This design comes from an exercise in tuning for small area, a short achievable clock period and few clock cycles on the open sky130 flow, not from production work.
In this exercise RTL edits were held to simulation tests only and were not proved equivalent to the original.

Setup of run A:
Design HLSM34, start of the top module:
module HLSM34 (Clk, Rst, Start, Done, a, b, c, d, zero, z);
export LEC_CHECK = 0
export CAP_MARGIN = 10
export CORE_MARGIN = 2
export CORE_UTILIZATION = 60
export CTS_CLUSTER_DIAMETER = 100
export CTS_CLUSTER_SIZE = 24
export SETUP_SLACK_MARGIN = 5
export SLEW_MARGIN = 10
export SYNTH_HIERARCHICAL = 1
export SYNTH_MINIMUM_KEEP_SIZE = 0
create_clock -name core_clock -period 300.0 [get_ports {Clk}]
standard.sh (not shown) runs the stock make flow with config.mk's settings and CLKGATE_MAP_FILE= SYNTH_SCRIPT=/design/flow/synth_recipe.tcl, a recipe that flattens the netlist after the stock synthesis.
==> flow/flow/run.sh <==
#!/bin/bash
# Layout flow: the standard flow, except that synthesis
#  - maps the logic with an area-oriented ABC script (flow/abc_area.script)
#    instead of ORFS's delay-oriented one, and
#  - extracts only full adders (extract_fa -fa); half adders are left to ABC;
# everything else in synthesis (registers included) is unchanged; and the
# port buffers are buf_1 cells.  Each step's full output goes to its own log
# file in this folder.
set -euo pipefail
rm -rf scripts
mkdir scripts
cp -r "$FLOW_HOME/scripts/." scripts/
cp flow/abc_area.script scripts/abc_speed.script
sed -i 's/extract_fa {\*}\[dont_use_extract_fa_args\]/extract_fa -fa/' scripts/synth.tcl
grep -q '^ *extract_fa -fa$' scripts/synth.tcl
bash standard.sh SCRIPTS_DIR="$PWD/scripts" synth > synth.log 2>&1
bash standard.sh "BUFFER_PORTS_ARGS=-buffer_cell sky130_fd_sc_hd__buf_1" finish > layout.log 2>&1
==> flow/flow/abc_area.script <==
&get -n
&st
&dch
&nf -a
&put
buffer -c
topo
dnsize -c
&get -n
&st
&dch
&nf -a
&put
buffer -c
topo
dnsize -c
Testbench counts of run A, summed over its fixed seeds: cycles 33,977.
Edits applied to the flow inputs when going from run A to run B:
Settings: CTS_CLUSTER_DIAMETER removed (was 100); CAP_MARGIN changed from 10 to 5; CTS_CLUSTER_SIZE removed (was 24); SLEW_MARGIN changed from 10 to 5; CORE_UTILIZATION changed from 60 to 55.
--- a/flow/flow/abc_area.script
+++ b/flow/flow/abc_area.script
@@ -7,0 +8,2 @@
+stime -c
+upsize -c
@@ -15,0 +18,2 @@
+stime -c
+upsize -c
--- outcome ---
- | layout buffering overhead excluding clock cells | run A vs run B | ≈ equal |
- Run B ends up with higher final cell count without fillers than run A does.
- On register fraction of the total cell area, the higher figure sits with run A, not run B.
- NOTE count of unique library cells instantiated by Yosys run A->run B increased by more than a quarter
- Run B leaves more setup margin than run A.
- Run B: met3 layer usage reported by global route lower than run A
- NOTE number of buffers created by CTS run A->run B increased by more than half
- Relative to run A, time the worst path needs with I/O delays and setup has decreased by 0.15 ns in run B.
- Diff run A -> run B: period utilization has remained practically unchanged.
Inputs modified between run B and run C:
Settings: swapping 55 for 65 in CORE_UTILIZATION; swapping 5 for 20 in SLEW_MARGIN; swapping 5 for 20 in CAP_MARGIN.
Higher overall track demand over capacity in global routing goes to run C over run B.
Run C ends up with higher fraction of met3 tracks used by global routing than run B does.
Any difference in area of all placed cells without fillers between run C and run B is small enough to ignore.
The flow did not stop early for run C: all stages ran, and the layout cleared the timing, design-rule and antenna checks.
Register-to-register slack delta (run C − run B): favourable
Compared with run B, run C shows wire length reported by the detailed router lower by 7.7 mm.
In run C, the area growth from synthesis to layout came out 0.20 points below the value in run B.
Summary — worst-case setup margin in the final layout, run C relative to run B: higher, by 0.16 ns.
In terms of share of cell area taken by multi-input logic gates, run B and run C differ only marginally.
Relative to run C, the following input files were edited for run D:
Settings: CTS_CLUSTER_DIAMETER: unset -> 100; CORE_UTILIZATION: 65 -> 60; CTS_CLUSTER_SIZE: unset -> 30.
[summary]
- Summary of run D over run C: number of non-filler instances in the completed layout increased 0.96%; detail-routed via count per cell decreased by 2.7% relative to the old numbers; worst setup margin moved up; logic depth of the worst register-to-register path saw an increase.
- Summary of run D over run C: post-placement cell area was more or less identical, cell row count went up by 4, area growth from synthesis to layout went down by 0.82 points.
- Run D went all the way through the flow, and no timing, DRC or antenna check failed.

---

The RTL this note starts from:
==> flow/design.v <==
`timescale 1ns / 1ns
module HLSM34 (Clk, Rst, Start, Done, a, b, c, d, zero, z);
	input Clk, Rst, Start;
	output reg Done;
	input [63:0] a;
	input [63:0] b;
	input [63:0] c;
	input [63:0] d;
	input [63:0] zero;
	output [63:0] z;
	localparam M  = 8;               
	localparam QW = 64 + 2*M;        
	localparam CW = 3;  
	localparam SW = 4;     
	reg          busy;               
	reg          ph;                 
	reg          first;              
	reg          okr;                
	reg [CW-1:0] cnt;                
	reg [SW-1:0] shr;                
	reg [66:0]   ws, wc;             
	reg [63:0]   B;                  
	reg [QW-1:0] Q;                  
	assign z = Q[63:0];
	reg [63:0] Bn;
	reg [5:0]  s;
	integer l;
	always @(*) begin
		Bn = B;
		for (l = 5; l >= 0; l = l - 1) begin
			s[l] = ~|(Bn >> (64 - (1 << l)));
			if (s[l]) Bn = Bn << (1 << l);
		end
	end
	wire [6:0]    nmin = ({1'b0, s} + 7'd3) >> 1;                 
	wire [CW-1:0] cf   = (nmin + M - 1) / M;               
	wire [7:0]    shf  = 2 * M * cf - 2 - s;
	wire [CW-1:0] cur  = first ? cf - 1'b1 : cnt;
	wire [SW-1:0] shc  = first ? shf[SW-1:0] : shr;
	wire          last = (cur == 0);
	reg lt2;
	integer k;
	always @(*) begin
		lt2 = 1'b0;
		for (k = 0; k < 64; k = k + 1)
			lt2 = (B[k] & wc[k]) | (B[k] & lt2) | (wc[k] & lt2);
	end
	wire okc = lt2;
	reg [7:0] tzm;                           
	integer kz;
	always @(*) begin
		tzm[0] = ~B[0];
		for (kz = 1; kz < 8; kz = kz + 1) tzm[kz] = tzm[kz-1] & ~B[kz];
	end
	wire tzok = ~|((ws[7:0] ^ ~wc[7:0]) & tzm);
	wire ok  = first ? okc : okr;
	wire [68:0] D1 = {3'b000, Bn, 2'b00};     
	wire [68:0] D2 = {2'b00, Bn, 3'b000};     
	wire [2:0]  dh = Bn[62:60];
	wire [66:0] rs [0:M];
	wire [66:0] rc [0:M];
	wire [2*M-1:0] P, N;
	assign rs[0] = ws;
	assign rc[0] = wc;
	genvar i;
	generate
		for (i = 0; i < M; i = i + 1) begin : stage
			wire        inj = (i == 0) & first & ~ph;
			wire [68:0] ys = {rs[i], inj, 1'b0};
			wire [68:0] yc = {rc[i], inj, 1'b0};
			wire signed [6:0] est = ys[68:62] + yc[68:62];
			reg signed [6:0] m2, mn1;
			always @(*) begin
				case (dh)
					3'd0: begin m2 = 12; mn1 = -13; end
					3'd1: begin m2 = 14; mn1 = -15; end
					3'd2: begin m2 = 15; mn1 = -16; end
					3'd3: begin m2 = 16; mn1 = -17; end
					3'd4: begin m2 = 18; mn1 = -19; end
					3'd5: begin m2 = 20; mn1 = -20; end
					3'd6: begin m2 = 20; mn1 = -21; end
					default: begin m2 = 22; mn1 = -23; end
				endcase
			end
			wire g2  = est >= m2;
			wire g1  = dh[2] ? (est >= 6) : (est >= 4);
			wire g0  = dh[2] ? (est >= -8) : (est >= -5);
			wire gn1 = est >= mn1;
			wire pos = g1;                   
			wire neg = ~g0;                  
			wire two = g2 | ~gn1;            
			wire one = (g1 & ~g2) | (gn1 & ~g0);
			wire [68:0] mq = ({69{one}} & D1) | ({69{two}} & D2);
			wire [68:0] t  = mq ^ {69{pos}};
			wire [66:2] sm, cr;
			csa65 u_csa (.x(ys[66:2]), .y(yc[66:2]), .t(t[66:2]), .s(sm), .c(cr));
			assign rs[i+1] = {sm, t[1:0]};
			assign rc[i+1] = {cr[65:2], inj, 1'b0, pos};
			assign P[2*(M-1-i) +: 2] = {pos & two, pos & one};
			assign N[2*(M-1-i) +: 2] = {neg & two, neg & one};
		end
	endgenerate
	wire [66:0] fs = rs[M];
	wire [66:0] fc = rc[M];
	wire [66:0] fg = fs & fc;
	wire [66:0] fp = fs | fc;
	wire [66:0] fx = fs ^ fc;
	reg  [65:0] G, Pp, Gn, Pn;
	integer lv, jj;
	always @(*) begin
		G = fg[65:0]; Pp = fp[65:0];
		for (lv = 0; lv < 7; lv = lv + 1) begin
			Gn = G; Pn = Pp;
			for (jj = 0; jj < 66; jj = jj + 1)
				if (jj >= (1 << lv)) begin
					Gn[jj] = G[jj] | (Pp[jj] & G[jj - (1 << lv)]);
					Pn[jj] = Pp[jj] & Pp[jj - (1 << lv)];
				end
			G = Gn; Pp = Pn;
		end
	end
	wire        wneg  = fx[66] ^ G[65];
	wire        wzero = ~|(fx ^ {fp[65:0], 1'b0});
	wire          corr = last & wneg;
	wire [M-1:0] dnz, dng;                   
	genvar di;
	generate
		for (di = 0; di < M; di = di + 1) begin : dig
			assign dnz[di] = |P[2*(M-1-di) +: 2] | |N[2*(M-1-di) +: 2];
			assign dng[di] = |N[2*(M-1-di) +: 2];
		end
	endgenerate
	reg [M:0]     bw;                        
	reg [M-1:0]   hv, hs;                    
	reg [2*M-1:0] V;
	integer kk;
	always @(*) begin
		hv[M-1] = 1'b0; hs[M-1] = 1'b0;
		hv[M-2] = 1'b0; hs[M-2] = 1'b0;
		for (kk = M - 3; kk >= 0; kk = kk - 1) begin
			hv[kk] = hv[kk+1] | dnz[kk+1];
			hs[kk] = dnz[kk+1] ? dng[kk+1] : hs[kk+1];
		end
		bw[M]   = corr;
		bw[M-1] = corr;
		bw[M-2] = dnz[M-1] ? dng[M-1] : corr;
		for (kk = M - 3; kk >= 0; kk = kk - 1)
			bw[kk] = hv[kk] ? hs[kk] : bw[M-2];
		for (kk = 0; kk < M; kk = kk + 1)
			V[2*(M-1-kk) +: 2] = P[2*(M-1-kk) +: 2] - N[2*(M-1-kk) +: 2] - bw[kk];
	end
	wire vneg = dnz[0] ? dng[0] : bw[0];
	localparam HW = QW - 2*M;
	wire [HW-1:0] Qb = Q[HW-1:0] & {HW{~first}};
	reg  [HW:0]   az;                        
	integer jz;
	always @(*) begin
		az[0] = 1'b1;
		for (jz = 0; jz < HW; jz = jz + 1)
			az[jz+1] = az[jz] & ~Qb[jz];
	end
	wire [HW-1:0] Qh = Qb ^ ({HW{vneg}} & az[HW-1:0]);
	wire [QW-1:0] Qn = {Qh, V};
	wire [SW-1:0] sa = last ? shc : {SW{1'b0}};
	wire [QW-1:0] Qr = Qn >> sa;
	wire [QW-1:0] Qs = {Qn[QW-1:64], Qr[63:0]};
	wire [2*M-1:0] lowmask = ~({2*M{1'b1}} << shc);
	wire          lowz = ~|(V & lowmask);
	wire          eq  = wzero & lowz & ok & ~Qh[HW-1];    
	wire skip = first & ~ph & ~(okc & tzok);  
	wire tocd = ~ph & (skip | (last & ~eq));
	wire early = (|zero[63:60]) & ~(|b[63:60]);
	wire [7:0] s_c, s_i, s_r;
	genvar gi;
	generate
		for (gi = 0; gi < 8; gi = gi + 1) begin : ldsel
			ld_sel u_ld (.zhi(zero[63:60]), .bhi(b[63:60]), .busy(busy), .tocd(tocd),
				.sc(s_c[gi]), .si(s_i[gi]), .sr(s_r[gi]));
		end
	endgenerate
	wire [66:0] wsc, wsi, wsr;                
	wire [63:0] bsc, bsi, bsr;                
	generate
		for (gi = 0; gi < 67; gi = gi + 1) begin : wsel
			assign wsc[gi] = s_c[gi / 17];
			assign wsi[gi] = s_i[gi / 17];
			assign wsr[gi] = s_r[gi / 17];
		end
		for (gi = 0; gi < 64; gi = gi + 1) begin : bsel
			assign bsc[gi] = s_c[4 + gi / 16];
			assign bsi[gi] = s_i[4 + gi / 16];
			assign bsr[gi] = s_r[4 + gi / 16];
		end
	endgenerate
	always @(posedge Clk) begin
		Q <= Qs;
		ws <= (wsc & {3'b000, c}) | (wsi & {3'b000, a}) | (wsr & rs[M]);
		wc <= (wsi & {3'b111, ~zero}) | (wsr & rc[M]);
		B  <= (bsc & d) | (bsi & b) | (bsr & Bn);
		first <= !busy || tocd;
		cnt   <= cur - 1'b1;
		shr   <= shc;
		okr   <= ok;
	end
	always @(posedge Clk) begin
		if (Rst) begin
			busy <= 0; ph <= 0; Done <= 0;
		end else begin
			Done <= 0;
			if (!busy) begin
				if (Start) begin busy <= 1; ph <= early; end
			end else if (tocd) begin
				ph <= 1;
			end else if (last) begin
				busy <= 0; Done <= 1;
			end
		end
	end
endmodule
module csa65 (x, y, t, s, c);
	input  [64:0] x, y, t;
	output [64:0] s, c;
	assign s = x ^ y ^ t;
	assign c = (x & y) | (x & t) | (y & t);
endmodule
module ld_sel (zhi, bhi, busy, tocd, sc, si, sr);
	input  [3:0] zhi, bhi;
	input        busy, tocd;
	output       sc, si, sr;
	wire early = (|zhi) & ~(|bhi);
	assign sc = busy ? tocd : early;
	assign si = ~busy & ~early;
	assign sr = busy & ~tocd;
endmodule
Settings: LEC_CHECK=0, CAP_MARGIN=10, CORE_MARGIN=2, CORE_UTILIZATION=60, CTS_CLUSTER_DIAMETER=100, CTS_CLUSTER_SIZE=24, GPL_TIMING_DRIVEN=0, PLACE_DENSITY=0.75, SETUP_SLACK_MARGIN=5, SLEW_MARGIN=10, SYNTH_HIERARCHICAL=1, SYNTH_MINIMUM_KEEP_SIZE=0; clock period 300.0 ns.
==> flow/flow/run.sh <==
#!/bin/bash
# Layout flow: the standard flow, except that synthesis
#  - maps the logic with an area-oriented ABC script (flow/abc_area.script)
#    instead of ORFS's delay-oriented one, and
#  - extracts only full adders (extract_fa -fa); half adders are left to ABC;
# everything else in synthesis (registers included) is unchanged.  In the
# layout the port buffers are buf_1 cells, and repair_timing works on every
# path with less than 238.7 ns of setup slack at the design's 300 ns clock
# (the paths from the inputs and to the outputs, which set the achieved
# period), not only on failing ones.  Each step's full output goes to its own
# log file in this folder.
set -euo pipefail
rm -rf scripts
mkdir scripts
cp -r "$FLOW_HOME/scripts/." scripts/
cp flow/abc_area.script scripts/abc_speed.script
sed -i 's/extract_fa {\*}\[dont_use_extract_fa_args\]/extract_fa -fa/' scripts/synth.tcl
grep -q '^ *extract_fa -fa$' scripts/synth.tcl
bash standard.sh SCRIPTS_DIR="$PWD/scripts" synth > synth.log 2>&1
bash standard.sh "BUFFER_PORTS_ARGS=-buffer_cell sky130_fd_sc_hd__buf_1" SETUP_SLACK_MARGIN=238.7 finish > layout.log 2>&1
==> flow/flow/abc_area.script <==
&get -n
&st
&dch
&nf -a
&put
topo
dnsize -c
&get -n
&st
&dch
&nf -a
&put
topo
dnsize -c
The first run passed the timing, design-rule and antenna checks.
Testbench counts at the start, summed over its fixed seeds: cycles 33,977.
Next try:
- GPL_TIMING_DRIVEN: 0 -> default
Result: Hold slack loses 0.012 ns; maximum frequency stays flat; routed wire length barely changes; setup slack improves by 0.17 ns; critical path depth is unchanged; via count hardly moves; cell area came out lower by 2.8%; core utilization went down by 2.0 points.
Next try:
==> flow/flow/run.sh (replaced) <==
#!/bin/bash
# Layout flow: the standard flow, except that synthesis
#  - maps the logic with an area-oriented ABC script (flow/abc_area.script)
#    instead of ORFS's delay-oriented one, and
#  - extracts only full adders (extract_fa -fa); half adders are left to ABC;
# everything else in synthesis (registers included) is unchanged; and the
# port buffers are buf_1 cells.  Each step's full output goes to its own log
# file in this folder.
set -euo pipefail
rm -rf scripts
mkdir scripts
cp -r "$FLOW_HOME/scripts/." scripts/
cp flow/abc_area.script scripts/abc_speed.script
sed -i 's/extract_fa {\*}\[dont_use_extract_fa_args\]/extract_fa -fa/' scripts/synth.tcl
grep -q '^ *extract_fa -fa$' scripts/synth.tcl
bash standard.sh SCRIPTS_DIR="$PWD/scripts" synth > synth.log 2>&1
bash standard.sh "BUFFER_PORTS_ARGS=-buffer_cell sky130_fd_sc_hd__buf_1" finish > layout.log 2>&1
==> flow/flow/abc_area.script (replaced) <==
&get -n
&st
&dch
&nf -a
&put
buffer -c
topo
stime -c
upsize -c
dnsize -c
&get -n
&st
&dch
&nf -a
&put
buffer -c
topo
stime -c
upsize -c
dnsize -c
&get -n
&st
&dch
&nf -a
&put
buffer -c
topo
stime -c
upsize -c
dnsize -c
Maximum frequency is lower by 1.7%.
Clock-buffer cell count is higher by 2.
Hold slack improved by 0.019 ns.
Cell area is higher by 0.68%.
Non-clock buffer count is higher by 14.
Utilization is lower by 2.4 points.
Register-to-register slack improved by 2.0 ns.
Critical path depth is unchanged.
Synthesized cell count is higher by 8.7%.
Next try:
--- a/flow/flow/run.sh
+++ b/flow/flow/run.sh
@@ -6,3 +6,6 @@
-# everything else in synthesis (registers included) is unchanged; and the
-# port buffers are buf_1 cells.  Each step's full output goes to its own log
-# file in this folder.
+# everything else in synthesis (registers included) is unchanged.  In the
+# layout the port buffers are buf_1 cells, and repair_timing works on every
+# path with less than 238.7 ns of setup slack at the design's 300 ns clock
+# (the paths from the inputs and to the outputs, which set the achieved
+# period), not only on failing ones.  Each step's full output goes to its own
+# log file in this folder.
@@ -17 +20 @@
-bash standard.sh "BUFFER_PORTS_ARGS=-buffer_cell sky130_fd_sc_hd__buf_1" finish > layout.log 2>&1
+bash standard.sh "BUFFER_PORTS_ARGS=-buffer_cell sky130_fd_sc_hd__buf_1" SETUP_SLACK_MARGIN=238.7 finish > layout.log 2>&1
==> flow/flow/abc_area.script (replaced) <==
&get -n
&st
&dch
&nf -a
&put
topo
dnsize -c
&get -n
&st
&dch
&nf -a
&put
topo
dnsize -c
- CAP_MARGIN: 10 -> 3
- SLEW_MARGIN: 10 -> 3
Effect: The new run finished clean. Clock skew went down by 0.032 ns. Hold slack is worse by 0.019 ns. Flip-flop and latch count stays the same. Die area came out lower by 4.2%.
Next try:
==> flow/flow/abc_area.script (replaced) <==
&get -n
&st
&dch
&nf -a
&put
buffer -c
topo
stime -c
upsize -c
dnsize -c
&get -n
&st
&dch
&nf -a
&put
buffer -c
topo
stime -c
upsize -c
dnsize -c
&get -n
&st
&dch
&nf -a
&put
buffer -c
topo
stime -c
upsize -c
dnsize -c
- CAP_MARGIN: 3 -> 10
- SLEW_MARGIN: 3 -> 10
First-iteration DRC count went up by 6.6%.
Count of clock-buffer cells in the layout went up by 3.
Critical path depth went up by 1.
Clock skew is about the same.
Worst hold slack is worse by 0.0032 ns.
Register-to-register slack is better by 3.5 ns.
Routed wire length went up by 4.5%.
Next try:
--- a/flow/flow/run.sh
+++ b/flow/flow/run.sh
@@ -8 +8 @@
-# path with less than 238.7 ns of setup slack at the design's 300 ns clock
+# path with less than 238.8 ns of setup slack at the design's 300 ns clock
@@ -20 +20 @@
-bash standard.sh "BUFFER_PORTS_ARGS=-buffer_cell sky130_fd_sc_hd__buf_1" SETUP_SLACK_MARGIN=238.7 finish > layout.log 2>&1
+bash standard.sh "BUFFER_PORTS_ARGS=-buffer_cell sky130_fd_sc_hd__buf_1" SETUP_SLACK_MARGIN=238.8 finish > layout.log 2>&1
==> flow/flow/abc_area.script (replaced) <==
&get -n
&st
&dch
&nf -a
&put
topo
dnsize -c
&get -n
&st
&dch
&nf -a
&put
topo
dnsize -c
The changed run completed with no timing, DRC or antenna violations.
Wire length falls by a few percent.
Core utilization rises by 2.2 points.
Design area falls slightly.
Worst setup slack improved by 0.087 ns.
Count of clock-buffer cells in the layout falls by 4.
Worst hold slack improved by 0.0081 ns.
Register-to-register slack got worse by 5.4 ns.
Via count falls slightly.
Fmax hardly moves.

## separate check: timing with driven ports
No port has a modelled driver above. Below, the same layouts with a new extraction and two added sets of constraints. Step 1: set_driving_cell puts a clkbuf_16 on Clk and a buf_2 on each other input, an assumption about the parent block. Step 2 also shifts input and output timing later by t, the mid clock arrival at the registers, as if the neighbouring blocks saw the same clock. Three values: no drivers, after step 1, after step 2; two values: the first two.
run | t, ns | setup slack, ns | hold slack, ns | worst setup path at the end
run A | 0.652 | 238.392 / 238.378 / 237.726 | 0.494 / 0.494 / 0.494 | input to register
run B | 0.649 | 238.541 / 238.594 / 237.944 | 0.461 / 0.461 / 0.461 | input to register
run C | 0.652 | 238.702 / 238.694 / 238.042 | 0.474 / 0.474 / 0.474 | input to register
run D | 0.691 | 238.754 / 238.713 / 238.063 | 0.481 / 0.481 / 0.481 | input to register
the first run of note 2 | 0.637 | 238.558 / 238.601 / 237.964 | 0.509 / 0.509 / 0.509 | input to register
the second run of note 2 | 0.632 | 238.723 / 238.768 / 238.140 | 0.497 / 0.497 / 0.497 | input to register
the third run of note 2 | 0.641 | 237.663 / 237.705 / 237.064 | 0.515 / 0.515 / 0.515 | input to register
the fourth run of note 2 | 0.632 | 238.739 / 238.771 / 238.155 | 0.497 / 0.497 / 0.497 | input to register
the fifth run of note 2 | 0.646 | 238.689 / 238.722 / 238.084 | 0.493 / 0.493 / 0.493 | input to register
the sixth run of note 2 | 0.629 | 238.776 / 238.771 / 238.188 | 0.501 / 0.501 / 0.501 | input to register
After both steps setup and hold are still met in every run listed. For run D, which loses most, drivers alone change the setup slack by -0.041 ns; drivers and shift together by -0.691 ns.
